Background: an optimization exercise with open tools, aiming at small area and a short achievable clock period. Do not read the settings as production practice. Only simulation tests tie the RTL to the original design; equivalence was not proved. Power is estimated from default activity; no workload was simulated.

// pipecpu
module pipecpu(clk, rst, instr, readdata, PC, MemWrite, aluout, writedata);
Size in the first run: roughly 6300 cells after synthesis, roughly 160 I/O pins, about 0.070 mm2 of cells after synthesis.
==> flow/config.mk <==
export PLATFORM = sky130hd
export DESIGN_NAME = pipecpu
export DESIGN_NICKNAME = pipecpu
export VERILOG_FILES = /design/flow/design.v
export SDC_FILE = /design/flow/constraint.sdc
export NUM_CORES = 8
export LEC_CHECK = 0
export CAP_MARGIN = 20
export CORE_MARGIN = 2
export CORE_UTILIZATION = 50
export CTS_CLUSTER_DIAMETER = 85
export CTS_CLUSTER_SIZE = 25
export PLACE_DENSITY = 0.75
export SLEW_MARGIN = 20
export SYNTH_HIERARCHICAL = 1
==> flow/constraint.sdc <==
create_clock -name core_clock -period 12.5 [get_ports {clk}]
set_input_delay 2.5000 -clock core_clock [delete_from_list [all_inputs] [get_ports {clk}]]
set_output_delay 2.5000 -clock core_clock [all_outputs]
set_load 0.01 [all_outputs]
standard.sh (not shown) runs the stock make flow with config.mk's settings and CLKGATE_MAP_FILE= SYNTH_SCRIPT=/design/flow/synth_recipe.tcl, a recipe that flattens the netlist after the stock synthesis.
==> flow/flow/run.sh <==
#!/bin/bash
# The standard layout, with:
# - synthesis: the standard flow's own synthesis script, with a delay-driven ABC script
#   (strash; dch; map -D; buffer; upsize; dnsize) for the final technology
#   mapping in place of ORFS's abc_speed.script; registers are untouched;
# - timing repair aiming well below the clock period (the SDC is unchanged);
# - plain buffers on the ports;
# - without the slow two-stage OR / AND cells (the platform's don't-use cells
#   stay don't-use).
set -euo pipefail
W=$(pwd)
cat > "$W/synth_abc.tcl" <<EOT
proc abc {args} {
   set rest {}
   set skip 0
   foreach a \$args {
      if {\$skip} { set skip 0; continue }
      if {\$a eq "-script"} { set skip 1; continue }
      lappend rest \$a
   }
   yosys abc -script "+strash;dch;map,-D,1300;buffer;upsize,-D,1300;dnsize,-D,1300" {*}\$rest
}
source $W/synth_recipe.tcl
EOT
DONT_USE="sky130_fd_sc_hd__probe_p_8 sky130_fd_sc_hd__probec_p_8 sky130_fd_sc_hd__lpflow_bleeder_1 sky130_fd_sc_hd__lpflow_clkbufkapwr_1 sky130_fd_sc_hd__lpflow_clkbufkapwr_16 sky130_fd_sc_hd__lpflow_clkbufkapwr_2 sky130_fd_sc_hd__lpflow_clkbufkapwr_4 sky130_fd_sc_hd__lpflow_clkbufkapwr_8 sky130_fd_sc_hd__lpflow_clkinvkapwr_1 sky130_fd_sc_hd__lpflow_clkinvkapwr_16 sky130_fd_sc_hd__lpflow_clkinvkapwr_2 sky130_fd_sc_hd__lpflow_clkinvkapwr_4 sky130_fd_sc_hd__lpflow_clkinvkapwr_8 sky130_fd_sc_hd__lpflow_decapkapwr_12 sky130_fd_sc_hd__lpflow_decapkapwr_3 sky130_fd_sc_hd__lpflow_decapkapwr_4 sky130_fd_sc_hd__lpflow_decapkapwr_6 sky130_fd_sc_hd__lpflow_decapkapwr_8 sky130_fd_sc_hd__lpflow_inputiso0n_1 sky130_fd_sc_hd__lpflow_inputiso0p_1 sky130_fd_sc_hd__lpflow_inputiso1n_1 sky130_fd_sc_hd__lpflow_inputiso1p_1 sky130_fd_sc_hd__lpflow_inputisolatch_1 sky130_fd_sc_hd__lpflow_isobufsrc_1 sky130_fd_sc_hd__lpflow_isobufsrc_16 sky130_fd_sc_hd__lpflow_isobufsrc_2 sky130_fd_sc_hd__lpflow_isobufsrc_4 sky130_fd_sc_hd__lpflow_isobufsrc_8 sky130_fd_sc_hd__lpflow_isobufsrckapwr_16 sky130_fd_sc_hd__lpflow_lsbuf_lh_hl_isowell_tap_1 sky130_fd_sc_hd__lpflow_lsbuf_lh_hl_isowell_tap_2 sky130_fd_sc_hd__lpflow_lsbuf_lh_hl_isowell_tap_4 sky130_fd_sc_hd__lpflow_lsbuf_lh_isowell_4 sky130_fd_sc_hd__lpflow_lsbuf_lh_isowell_tap_1 sky130_fd_sc_hd__lpflow_lsbuf_lh_isowell_tap_2 sky130_fd_sc_hd__lpflow_lsbuf_lh_isowell_tap_4 sky130_fd_sc_hd__a2111o_1 sky130_fd_sc_hd__a2111o_2 sky130_fd_sc_hd__a2111o_4 sky130_fd_sc_hd__and4_1 sky130_fd_sc_hd__and4_2 sky130_fd_sc_hd__and4_4 sky130_fd_sc_hd__and4b_1 sky130_fd_sc_hd__and4b_2 sky130_fd_sc_hd__and4b_4 sky130_fd_sc_hd__and4bb_1 sky130_fd_sc_hd__and4bb_2 sky130_fd_sc_hd__and4bb_4 sky130_fd_sc_hd__o2111a_1 sky130_fd_sc_hd__o2111a_2 sky130_fd_sc_hd__o2111a_4 sky130_fd_sc_hd__or3_1 sky130_fd_sc_hd__or3_2 sky130_fd_sc_hd__or3_4 sky130_fd_sc_hd__or3b_1 sky130_fd_sc_hd__or3b_2 sky130_fd_sc_hd__or3b_4 sky130_fd_sc_hd__or4_1 sky130_fd_sc_hd__or4_2 sky130_fd_sc_hd__or4_4 sky130_fd_sc_hd__or4b_1 sky130_fd_sc_hd__or4b_2 sky130_fd_sc_hd__or4b_4 sky130_fd_sc_hd__or4bb_1 sky130_fd_sc_hd__or4bb_2 sky130_fd_sc_hd__or4bb_4 "
bash standard.sh "SYNTH_SCRIPT=$W/synth_abc.tcl" SETUP_SLACK_MARGIN=8.5 "BUFFER_PORTS_ARGS=-buffer_cell sky130_fd_sc_hd__buf_4" "DONT_USE_CELLS=$DONT_USE" finish > standard_flow.log 2>&1
The starting point ran to the end with no violations.
Change:
--- a/flow/flow/run.sh
+++ b/flow/flow/run.sh
@@ -21 +21 @@
-   yosys abc -script "+strash;dch;map,-D,1300;buffer;upsize,-D,1300;dnsize,-D,1300" {*}\$rest
+   yosys abc -script "+strash;dch;map,-D,1100;buffer;upsize,-D,1100;dnsize,-D,1100" {*}\$rest
- SYNTH_HIERARCHICAL: 1 -> not set
The changed run passed the timing, design-rule and antenna checks.
Hold slack gains 0.031 ns.
Setup slack loses 0.78 ns.
Area after synthesis goes up slightly.
Non-clock buffer count goes up by 335.
Wire length goes up by a quarter to a third.
Via count goes up by about a fifth.
Count of clock-buffer cells in the layout goes down by 35.
Sequential share of layout area goes down by 4.6 points.
Die area goes up slightly.
Power goes up by a few percent.
Cell area goes up by a few percent.
Change:
--- a/flow/flow/run.sh
+++ b/flow/flow/run.sh
@@ -2,8 +2,4 @@
-# The standard layout, with:
-# - synthesis: the standard flow's own synthesis script, with a delay-driven ABC script
-#   (strash; dch; map -D; buffer; upsize; dnsize) for the final technology
-#   mapping in place of ORFS's abc_speed.script; registers are untouched;
-# - timing repair aiming well below the clock period (the SDC is unchanged);
-# - plain buffers on the ports;
-# - without the slow two-stage OR / AND cells (the platform's don't-use cells
-#   stay don't-use).
+# The standard layout, with timing repair aiming well below the clock
+# period (the SDC is unchanged), plain buffers on the ports, and without the
+# slow two-stage OR / AND cells (the platform's don't-use cells stay
+# don't-use).
@@ -11,14 +6,0 @@
-W=$(pwd)
-cat > "$W/synth_abc.tcl" <<EOT
-proc abc {args} {
-   set rest {}
-   set skip 0
-   foreach a \$args {
-      if {\$skip} { set skip 0; continue }
-      if {\$a eq "-script"} { set skip 1; continue }
-      lappend rest \$a
-   }
-   yosys abc -script "+strash;dch;map,-D,1100;buffer;upsize,-D,1100;dnsize,-D,1100" {*}\$rest
-}
-source $W/synth_recipe.tcl
-EOT
@@ -26 +8 @@
-bash standard.sh "SYNTH_SCRIPT=$W/synth_abc.tcl" SETUP_SLACK_MARGIN=8.5 "BUFFER_PORTS_ARGS=-buffer_cell sky130_fd_sc_hd__buf_4" "DONT_USE_CELLS=$DONT_USE" finish > standard_flow.log 2>&1
+bash standard.sh SETUP_SLACK_MARGIN=8.5 "BUFFER_PORTS_ARGS=-buffer_cell sky130_fd_sc_hd__buf_4" "DONT_USE_CELLS=$DONT_USE" finish > standard_flow.log 2>&1
- SYNTH_HIERARCHICAL: not set -> 1
Result:
- count of clock-buffer cells in the layout climbs by 22
- final cell count is lower by 21%
- maximum frequency rose by 18%
- register-to-register slack improves by 0.74 ns
- global-route usage falls by 13 points

---

Another version of the RTL of pipecpu (not shown whole).
Size in the first run: roughly 5400 cells after synthesis, about 1400 flip-flops, ~67000 um^2 of cells after synthesis.
clock: 12.5 ns
lec_check: 0
cap_margin: 20
core_margin: 2
core_utilization: 50
cts_cluster_diameter: 70
cts_cluster_size: 20
place_density: 0.75
slew_margin: 20
synth_hierarchical: 1
==> flow/flow/run.sh <==
#!/bin/bash
# The standard layout, with timing repair aiming well below the clock
# period (the SDC is unchanged), plain buffers on the ports, and without the
# slow two-stage OR / AND cells (the platform's don't-use cells stay
# don't-use).
set -euo pipefail
DONT_USE="sky130_fd_sc_hd__probe_p_8 sky130_fd_sc_hd__probec_p_8 sky130_fd_sc_hd__lpflow_bleeder_1 sky130_fd_sc_hd__lpflow_clkbufkapwr_1 sky130_fd_sc_hd__lpflow_clkbufkapwr_16 sky130_fd_sc_hd__lpflow_clkbufkapwr_2 sky130_fd_sc_hd__lpflow_clkbufkapwr_4 sky130_fd_sc_hd__lpflow_clkbufkapwr_8 sky130_fd_sc_hd__lpflow_clkinvkapwr_1 sky130_fd_sc_hd__lpflow_clkinvkapwr_16 sky130_fd_sc_hd__lpflow_clkinvkapwr_2 sky130_fd_sc_hd__lpflow_clkinvkapwr_4 sky130_fd_sc_hd__lpflow_clkinvkapwr_8 sky130_fd_sc_hd__lpflow_decapkapwr_12 sky130_fd_sc_hd__lpflow_decapkapwr_3 sky130_fd_sc_hd__lpflow_decapkapwr_4 sky130_fd_sc_hd__lpflow_decapkapwr_6 sky130_fd_sc_hd__lpflow_decapkapwr_8 sky130_fd_sc_hd__lpflow_inputiso0n_1 sky130_fd_sc_hd__lpflow_inputiso0p_1 sky130_fd_sc_hd__lpflow_inputiso1n_1 sky130_fd_sc_hd__lpflow_inputiso1p_1 sky130_fd_sc_hd__lpflow_inputisolatch_1 sky130_fd_sc_hd__lpflow_isobufsrc_1 sky130_fd_sc_hd__lpflow_isobufsrc_16 sky130_fd_sc_hd__lpflow_isobufsrc_2 sky130_fd_sc_hd__lpflow_isobufsrc_4 sky130_fd_sc_hd__lpflow_isobufsrc_8 sky130_fd_sc_hd__lpflow_isobufsrckapwr_16 sky130_fd_sc_hd__lpflow_lsbuf_lh_hl_isowell_tap_1 sky130_fd_sc_hd__lpflow_lsbuf_lh_hl_isowell_tap_2 sky130_fd_sc_hd__lpflow_lsbuf_lh_hl_isowell_tap_4 sky130_fd_sc_hd__lpflow_lsbuf_lh_isowell_4 sky130_fd_sc_hd__lpflow_lsbuf_lh_isowell_tap_1 sky130_fd_sc_hd__lpflow_lsbuf_lh_isowell_tap_2 sky130_fd_sc_hd__lpflow_lsbuf_lh_isowell_tap_4 sky130_fd_sc_hd__a2111o_1 sky130_fd_sc_hd__a2111o_2 sky130_fd_sc_hd__a2111o_4 sky130_fd_sc_hd__and4_1 sky130_fd_sc_hd__and4_2 sky130_fd_sc_hd__and4_4 sky130_fd_sc_hd__and4b_1 sky130_fd_sc_hd__and4b_2 sky130_fd_sc_hd__and4b_4 sky130_fd_sc_hd__and4bb_1 sky130_fd_sc_hd__and4bb_2 sky130_fd_sc_hd__and4bb_4 sky130_fd_sc_hd__o2111a_1 sky130_fd_sc_hd__o2111a_2 sky130_fd_sc_hd__o2111a_4 sky130_fd_sc_hd__or3_1 sky130_fd_sc_hd__or3_2 sky130_fd_sc_hd__or3_4 sky130_fd_sc_hd__or3b_1 sky130_fd_sc_hd__or3b_2 sky130_fd_sc_hd__or3b_4 sky130_fd_sc_hd__or4_1 sky130_fd_sc_hd__or4_2 sky130_fd_sc_hd__or4_4 sky130_fd_sc_hd__or4b_1 sky130_fd_sc_hd__or4b_2 sky130_fd_sc_hd__or4b_4 sky130_fd_sc_hd__or4bb_1 sky130_fd_sc_hd__or4bb_2 sky130_fd_sc_hd__or4bb_4 "
bash standard.sh SETUP_SLACK_MARGIN=8.5 "BUFFER_PORTS_ARGS=-buffer_cell sky130_fd_sc_hd__buf_4" "DONT_USE_CELLS=$DONT_USE" finish > standard_flow.log 2>&1
Next try:
- CTS_CLUSTER_DIAMETER: 70 -> not set
- CTS_CLUSTER_SIZE: 20 -> not set
Result: Clock power grows by 35%; worst setup slack is better by 0.10 ns; register-to-register slack is better by 0.11 ns; sequential share of layout area goes down by 1.1 points; routed wire length came out higher by 0.43%; die area does not change; synthesized cell count stays the same; final area grows by 2.2%; power grows by 10%.

afterwards: timing with drivers on the ports:
The flow's constraints put no driver on any port. The routed layouts listed below were extracted and timed again, unchanged, in two steps. Step 1 (the two cells are an assumption about what drives the block):
set clk [get_ports {clk}]
set_driving_cell -lib_cell sky130_fd_sc_hd__clkbuf_16 $clk
set_driving_cell -lib_cell sky130_fd_sc_hd__buf_2 [delete_from_list [all_inputs] $clk]
Step 2 times the ports against the registers' clock, not the clock port: input delays grow and output delays shrink by t, the midpoint of the rising clock arrivals with the driver on. Three values: ideal ports, drivers, drivers and shift; two values: the first two.
run	shift t [ns]	slack for setup (ns)	worst register clock-pin slew, ns	worst data-port slew with drivers (ns)	cell pins on the clock port's net
the first run of note 1	0.802	8.236 / 8.178 / 7.445	0.11 / 0.11	0.19	1
the second run of note 1	0.826	7.459 / 7.494 / 6.669	0.11 / 0.11	0.10	1
the third run of note 1	0.804	8.235 / 8.207 / 7.478	0.11 / 0.11	0.10	1
the first run of note 2	0.808	8.032 / 8.032 / 7.359	0.09 / 0.09	0.19	1
the second run of note 2	0.856	8.135 / 8.058 / 7.373	0.07 / 0.07	0.18	1
After both steps setup and hold are still met in every run listed. The setup slack of the first run of note 1, which loses most, moves by -0.058 ns with the drivers and by -0.791 ns with both steps.
